Source: an optimization exercise on an open RTL-to-GDS flow (aim: small area). Production flows keep margins and buffers that such runs may drop.
The RTL was checked by simulation tests, not by an equivalence proof against the original design.
No activity file was given, so power comes from the tool's default toggle rates.

==> trial 46 <==
// MotionDetection
module MotionDetection(clk, ena, rst, din1, din2, dout, state, count,
                       sr_we, sr_addr, sr_wdata, sr_rdata,
                       cr_we, cr_addr, cr_wdata, cr_rdata);
==> flow/config.mk <==
export PLATFORM = sky130hd
export DESIGN_NAME = MotionDetection
export DESIGN_NICKNAME = MotionDetection
export VERILOG_FILES = /design/flow/design.v
export SDC_FILE = /design/flow/constraint.sdc
export NUM_CORES = 8
export LEC_CHECK = 0
export ABC_AREA = 1
export CAP_MARGIN = 20
export CORE_AREA = 10 10 440 440
export CTS_BUF_LIST = sky130_fd_sc_hd__clkbuf_4 sky130_fd_sc_hd__clkbuf_8
export DIE_AREA = 0 0 450 450
export PLACE_DENSITY = 0.85
export SLEW_MARGIN = 20
==> flow/constraint.sdc <==
create_clock -name core_clock -period 10.0 [get_ports {clk}]
set_input_delay 2.0000 -clock core_clock [delete_from_list [all_inputs] [get_ports {clk}]]
set_output_delay 2.0000 -clock core_clock [all_outputs]
set_load 0.01 [all_outputs]
standard.sh (not shown) runs the stock make flow with config.mk's settings and CLKGATE_MAP_FILE= SYNTH_SCRIPT=/design/flow/synth_recipe.tcl, a recipe that flattens the netlist after the stock synthesis.
==> flow/flow/run.sh <==
#!/bin/bash
# Standard layout (the standard.sh) with two changes:
#  - the port buffers that ORFS's buffer_ports inserts on every input and output
#    are sky130_fd_sc_hd__buf_1;
#  - synthesis maps the logic with flow/abc_area.script (an area-oriented ABC
#    script) instead of ORFS's abc_area.script. Everything else, registers
#    included, is the standard synthesis.
set -euo pipefail
here=$(pwd)
mkdir -p scripts
for f in "$FLOW_HOME"/scripts/*; do ln -sf "$f" scripts/; done
rm -f scripts/abc_area.script
cp flow/abc_area.script scripts/abc_area.script
bash standard.sh SCRIPTS_DIR="$here/scripts" \
  BUFFER_PORTS_ARGS="-buffer_cell sky130_fd_sc_hd__buf_1" finish > orfs_make.log 2>&1
==> flow/flow/abc_area.script <==
strash
&get -n
&st
&dch
&nf
&put
topo
stime -c
upsize -c
dnsize -c
==> inputs of trial 71, as changes to trial 46 <==
--- a/flow/design.v
+++ b/flow/design.v
@@ -404,21 +404,18 @@
 input  [383:0] sr_rdata;
 output [3:0]   cr_we;
 output [27:0]  cr_addr;
 output [127:0] cr_wdata;
 input  [127:0] cr_rdata;
 reg        page;           
-reg  [3:0] slot;           
-reg  [5:0] loc;            
 reg  [5:0] cx, cy;         
 reg  [5:0] bestx, besty;
 reg [15:0] bestsad;
 reg [15:0] acc0, acc1, acc2;
 reg [10:0] ps0, pc0, ps1, pc1, ps2, pc2;    
 reg  [3:0] pp0, pp1, pp2;                   
-reg        act1, first1, act2, first2;      
 reg  [5:0] mvx, mvy;
 assign dout = {10'b0, mvx, 10'b0, mvy};
 genvar t;
 integer i;
 wire ld_c  = (count >= 9'd48)  && (count < 9'd112);
 wire ld_01 = (count >= 9'd160) && (count < 9'd224);
@@ -437,12 +434,16 @@
 wire [31:0] bus01 = lk[1] ? din1 : din2;
 wire [31:0] bus23 = lk[1] ? din2 : wd2;
 wire [31:0] bus45 = lk[1] ? wd2  : din1;
 reg  [5:0] lwe;
 reg  [6:0] laddr [0:5];
 always @* begin
+  for (i = 0; i < 6; i = i + 1) begin
+    lwe[i] = 1'b0;
+    laddr[i] = 7'd0;
+  end
   lwe[0] = (tx0 & lk == 2'd0) | (tx1 & lk == 2'd2);
   laddr[0] = lk[1] ? {1'b1, ty1, lr} : {1'b0, ty0, lr};
   lwe[1] = (tx0 & lk == 2'd1) | (tx1 & lk == 2'd3);
   laddr[1] = lk[1] ? {1'b1, ty1, lr} : {1'b0, ty0, lr};
   lwe[2] = (tx0 & lk == 2'd2) | (tx2 & lk == 2'd0);
   laddr[2] = lk[1] ? {1'b0, ty0, lr} : {1'b1, ty2, lr};
@@ -450,87 +451,78 @@
   laddr[3] = lk[1] ? {1'b0, ty0, lr} : {1'b1, ty2, lr};
   lwe[4] = (tx1 & lk == 2'd0) | (tx2 & lk == 2'd2);
   laddr[4] = lk[1] ? {1'b1, ty2, lr} : {1'b0, ty1, lr};
   lwe[5] = (tx1 & lk == 2'd1) | (tx2 & lk == 2'd3);
   laddr[5] = lk[1] ? {1'b1, ty2, lr} : {1'b0, ty1, lr};
 end
-wire [1:0] step = (slot >= 4'd9) ? 2'd3 : (slot >= 4'd6) ? 2'd2 : (slot >= 4'd3) ? 2'd1 : 2'd0;
-wire [1:0] grow = slot - {step, 1'b0} - {2'b0, step};    
-wire       run  = (slot < 4'd12);
-wire       last = (loc == ((grow == 2'd2 || slot == 4'd0) ? 6'd36 : 6'd34));
-always @(posedge clk) begin
-  if (ena) begin
-    if (count == 9'd511) begin
-      slot <= 4'd0;
-      loc <= 6'd0;
-    end else if (run & last) begin
-      if (slot != 4'd0 || count == 9'd111) begin
-        slot <= slot + 4'd1;
-        loc <= 6'd0;
-      end
-    end else if (run) begin
-      loc <= loc + 6'd1;
-    end
-  end
-end
+wire [1:0] step = count[8:7];
+wire [6:0] n = count[6:0];
 wire st0 = (step == 2'd0), st1 = (step == 2'd1), st2 = (step == 2'd2), st3 = (step == 2'd3);
 wire [5:0] s = {2'b0, st0, st1, st2, st3};
 wire [5:0] xl = cx - s;
 wire [5:0] xr = cx + s;
-wire       act = run & (loc < 6'd32);
-wire [3:0] rr = loc[4:1];
-wire       rh = loc[0];
-wire [5:0] gy = cy + (grow == 2'd0 ? -s : grow == 2'd1 ? 6'd0 : s);    
-wire [5:0] ry = gy + {2'b0, rr};
+function [2:0] gsel;    
+  input [6:0] v;
+  gsel = {(v >= 7'd80) && (v < 7'd112), (v >= 7'd40) && (v < 7'd72), v < 7'd32};
+endfunction
+wire [2:0] ga = gsel(n);
+wire       act = |ga;
+wire [4:0] la = ga[2] ? n - 7'd80 : ga[1] ? n - 7'd40 : n;
+wire [3:0] rr = la[4:1];
+wire       rh = la[0];
+wire [5:0] ry = cy + (ga[0] ? -s : ga[1] ? 6'd0 : s) + {2'b0, rr};
 wire [5:0] xb = xl + {1'b0, rh, 3'b0};        
 wire [3:0] q0 = xb[5:2];
 wire       cv = xl[2];
 generate
 for (t = 0; t < 12; t = t + 1) begin : sr
   localparam M = t % 6;
   wire ldset = (t < 6) ? ~page : page;       
   assign sr_we[t] = ena & ldset & lwe[M];
   assign sr_addr[7*t+6:7*t] = ldset ? laddr[M] : {(q0 > M), ry};
   assign sr_wdata[32*t+31:32*t] = (M < 2) ? bus01 : (M < 4) ? bus23 : bus45;
 end
-for (t = 0; t < 2; t = t + 1) begin : cr
-  assign cr_we[t] = ena & ld_c;
-  assign cr_addr[7*t+6:7*t] = ld_c ? {page, lk[0] ^ t[0], lr, lk[1]} : {~page, cv, rr, rh};
+for (t = 0; t < 4; t = t + 1) begin : cr
+  localparam E = t % 2;
+  wire ldset = (t < 2) ? ~page : page;
+  assign cr_we[t] = ena & ldset & ld_c;
+  assign cr_addr[7*t+6:7*t] = ldset ? {1'b0, lk[0] ^ E[0], lr, lk[1]} : {1'b0, cv, rr, rh};
   assign cr_wdata[32*t+31:32*t] = ~din1;
 end
 endgenerate
-assign cr_we[3:2] = 2'b00;
-assign cr_addr[27:14] = 14'd0;
-assign cr_wdata[127:64] = 128'd0;
+wire [31:0] wset [0:5];
+wire [31:0] cset [0:1];
+generate
+for (t = 0; t < 6; t = t + 1) begin : ws
+  assign wset[t] = page ? sr_rdata[32*t+31:32*t] : sr_rdata[32*(t+6)+31:32*(t+6)];
+end
+for (t = 0; t < 2; t = t + 1) begin : cs
+  assign cset[t] = page ? cr_rdata[32*t+31:32*t] : cr_rdata[32*(t+2)+31:32*(t+2)];
+end
+endgenerate
+function [7:0] wbyte; input [2:0] m; input [1:0] b;
+  reg [31:0] w;
+  begin w = wset[m]; wbyte = w[31-8*b -: 8]; end
+endfunction
 reg  [5:0] base0, base1, base2;    
 reg  [1:0] st1r, dd;               
 always @(posedge clk) begin
   base0 <= xl + {1'b0, rh, 3'b0};
   base1 <= cx + {1'b0, rh, 3'b0};
   base2 <= xr + {1'b0, rh, 3'b0};
   st1r <= step;
   dd <= xl[1:0];
-  act1 <= act;
-  first1 <= act & (loc == 6'd0);
-  act2 <= act1;
-  first2 <= first1;
 end
 wire sd0 = (st1r == 2'd0), sd1 = (st1r == 2'd1), sd2 = (st1r == 2'd2), sd3 = (st1r == 2'd3);
-wire [31:0] wset [0:5];
-generate
-for (t = 0; t < 6; t = t + 1) begin : ws
-  assign wset[t] = page ? sr_rdata[32*t+31:32*t] : sr_rdata[32*(t+6)+31:32*(t+6)];
-end
-endgenerate
 wire [3:0] rl = {sd3 & dd[1], sd3 & ~dd[1], sd2, sd0 | sd1};          
 wire [2:0] rc = {sd1 | sd2 | (sd3 & dd[1]), sd3 & ~dd[1], sd0};        
 wire [3:0] rq = {sd3 & dd[1], sd3 & ~dd[1], sd2, sd0 | sd1};          
 wire [7:0] cl8 [0:7];
 generate
 for (t = 0; t < 8; t = t + 1) begin : cl
-  wire [31:0] cw = cr_rdata[32*(t/4)+31:32*(t/4)];
+  wire [31:0] cw = cset[t/4];
   assign cl8[t] = cw[31-8*(t%4) -: 8];
 end
 endgenerate
 wire [63:0] wa0, wa1, wa2, cb0, cb1, cb2;
 function [2:0] mod3oh; input [2:0] v;
   mod3oh = {v == 3'd2 || v == 3'd5, v == 3'd1 || v == 3'd4, v == 3'd0 || v == 3'd3};
@@ -567,54 +559,47 @@
 md_sad8 u2 (.a(wa2), .b(cb2), .s(s2), .c(c2), .p(p2));
 always @(posedge clk) begin
   ps0 <= s0; pc0 <= c0; pp0 <= p0;
   ps1 <= s1; pc1 <= c1; pp1 <= p1;
   ps2 <= s2; pc2 <= c2; pp2 <= p2;
 end
+wire [6:0] n2 = count[6:0] - 7'd2;           
+wire [2:0] g2 = gsel(n2);
+wire       act2 = |g2;
+wire       first2 = (n2 == 7'd0) || (n2 == 7'd40) || (n2 == 7'd80);
 wire [15:0] a0, a1, a2;
 md_acc v0 (.a(first2 ? 16'd0 : acc0), .x(ps0), .z(pc0), .p(pp0), .y(a0));
 md_acc v1 (.a(first2 ? 16'd0 : acc1), .x(ps1), .z(pc1), .p(pp1), .y(a1));
 md_acc v2 (.a(first2 ? 16'd0 : acc2), .x(ps2), .z(pc2), .p(pp2), .y(a2));
 always @(posedge clk) begin
   if (ena & act2) begin
     acc0 <= a0;
     acc1 <= a1;
     acc2 <= a2;
   end
 end
-reg  [4:0]  cpipe;                 
-reg  [5:0]  cgy;                   
-reg         cg0, cg2;              
-always @(posedge clk) begin
-  cpipe <= {cpipe[3:0], act & (loc == 6'd31)};
-  if (act & (loc == 6'd31)) begin
-    cgy <= gy;
-    cg0 <= (grow == 2'd0);
-    cg2 <= (grow == 2'd2);
-  end
-end
-wire        cmp0 = cpipe[2], cmp1 = cpipe[3], cmp2 = cpipe[4];
-wire [15:0] cand = cmp0 ? acc0 : cmp1 ? acc1 : acc2;
-wire [15:0] bref = (cmp0 & cg0) ? 16'hffff : bestsad;
-wire        lt = (cmp0 | cmp1 | cmp2) & (cand < bref);
-wire [5:0]  cxu = cmp0 ? xl : cmp1 ? cx : xr;
-wire [5:0]  nbx = lt ? cxu : bestx;
-wire [5:0]  nby = lt ? cgy : besty;
+wire [6:0] nc = count[6:0] - 7'd34;
+wire [2:0] gc = gsel(nc);
+wire [6:0] lc = gc[2] ? nc - 7'd80 : gc[1] ? nc - 7'd40 : nc;
+wire       cmp = (|gc) && (lc < 7'd3);
+wire [1:0] cu = lc[1:0];
+wire [15:0] cand = (cu == 2'd0) ? acc0 : (cu == 2'd1) ? acc1 : acc2;
+wire [15:0] bref = (nc == 7'd0) ? 16'hffff : bestsad;
+wire        lt = cand < bref;
+wire [5:0]  cxu = (cu == 2'd0) ? xl : (cu == 2'd1) ? cx : xr;
+wire [5:0]  cyg = cy + (gc[0] ? -s : gc[1] ? 6'd0 : s);
 always @(posedge clk) begin
   if (ena) begin
-    if (lt) begin
+    if (cmp & lt) begin
       bestsad <= cand;
       bestx <= cxu;
-      besty <= cgy;
+      besty <= cyg;
     end
-    if (count == 9'd511) begin
-      cx <= 6'd16;
-      cy <= 6'd16;
-    end else if (cmp2 & cg2) begin
-      cx <= nbx;
-      cy <= nby;
+    if (n == 7'd127) begin
+      cx <= st3 ? 6'd16 : bestx;
+      cy <= st3 ? 6'd16 : besty;
     end
     if (count == 9'd507) begin
       mvx <= bestx;
       mvy <= besty;
     end
   end
==> flow/flow/run.sh (replaced) <==
#!/bin/bash
# Standard layout (the standard.sh), with the port buffers that ORFS's
# buffer_ports inserts on every input and output made sky130_fd_sc_hd__buf_1.
set -euo pipefail
bash standard.sh BUFFER_PORTS_ARGS="-buffer_cell sky130_fd_sc_hd__buf_1" finish > orfs_make.log 2>&1
CTS_BUF_LIST = default   (was sky130_fd_sc_hd__clkbuf_4 sky130_fd_sc_hd__clkbuf_8)
removed: flow/flow/abc_area.script
==> out/qor.tcl <==
set qor(clk-insertion-delay-late_ns) 0.58
set qor(static-leakage-power_nw) 13.7
set qor(worst_hold_startpoint) {cpipe[1]$_DFF_P_}
set qor(seq-power_mw) 1.64
set qor(synthSimpleGateAreaFrac) 0.111
set qor(netlist_top_cells_count) {buf_4, nand2_1, fa_1}
set qor(final_util) 0.209
set qor(total_vias_in_the_final_route) 32100
set qor(main_combinational_cell_family_by_area_after_synthesis) {adder cells}
set qor(synth_xor_area_frac) 0.0609
set qor(cellInternalPower_mw) 4.21
set qor(n_fill_cell) 20300
set qor(post-synth-top-count-cell) {buf_4}
set qor(run_status) {complete, no violations}
set qor(grt_start_max_net_pins) 78
# the run above: trial 46

==> out/qor.tcl <==
set qor(run_status) {complete, no violations}
set qor(grt_start_max_net_pins) 102
set qor(main_combinational_cell_family_by_area_after_synthesis) {simple AND/OR/NAND/NOR gates}
set qor(synth_xor_area_frac) 0.0542
set qor(clockNetworkPower_mw) 0.640
set qor(netlist_top_cells_count) {nand2_1, inv_1, buf_4}
set qor(worst_hold_startpoint) {cx[0]$_SDFFCE_PP0P_}
set qor(static-leakage-power_nw) 18.4
set qor(netlist.top_cell.by_area) {fa_1}
set qor(n_fill_cell) 20600
set qor(total_vias_in_the_final_route) 37400
set qor(yosys_warnings) 2
set qor(comb_power_mw) 10.7
set qor(clk-insertion-delay-late_ns) 0.45
# the run above: trial 71

-- re-timing with driven ports --
No port has a modelled driver above. Below, the same layouts with a new extraction and two added sets of constraints.
Step 1 sets driving cells, clkbuf_16 on the clock port and buf_2 on the other inputs (assumed; they add their load-dependent delay and slew).
Step 2 moves the port delays by t, midway between the first and last clock arrival at a register: inputs arrive t later, outputs are due t later. That takes back most of the time a late clock gives input paths.
a / b / c = ideal ports / drivers / drivers and shift; a / b = the first two.
| run | shift t [ns] | slack for setup (ns) | worst data-port slew with drivers (ns) |
|---|---|---|---|
| trial 46 | 0.619 | 0.889 / 0.889 / 0.334 | 0.20 |
| trial 71 | 0.506 | 0.792 / 0.829 / 0.323 | 0.32 |
After both steps setup and hold are still met in every run listed. The setup slack of trial 46, which loses most, moves by 0.000 ns with the drivers and by -0.555 ns with both steps.
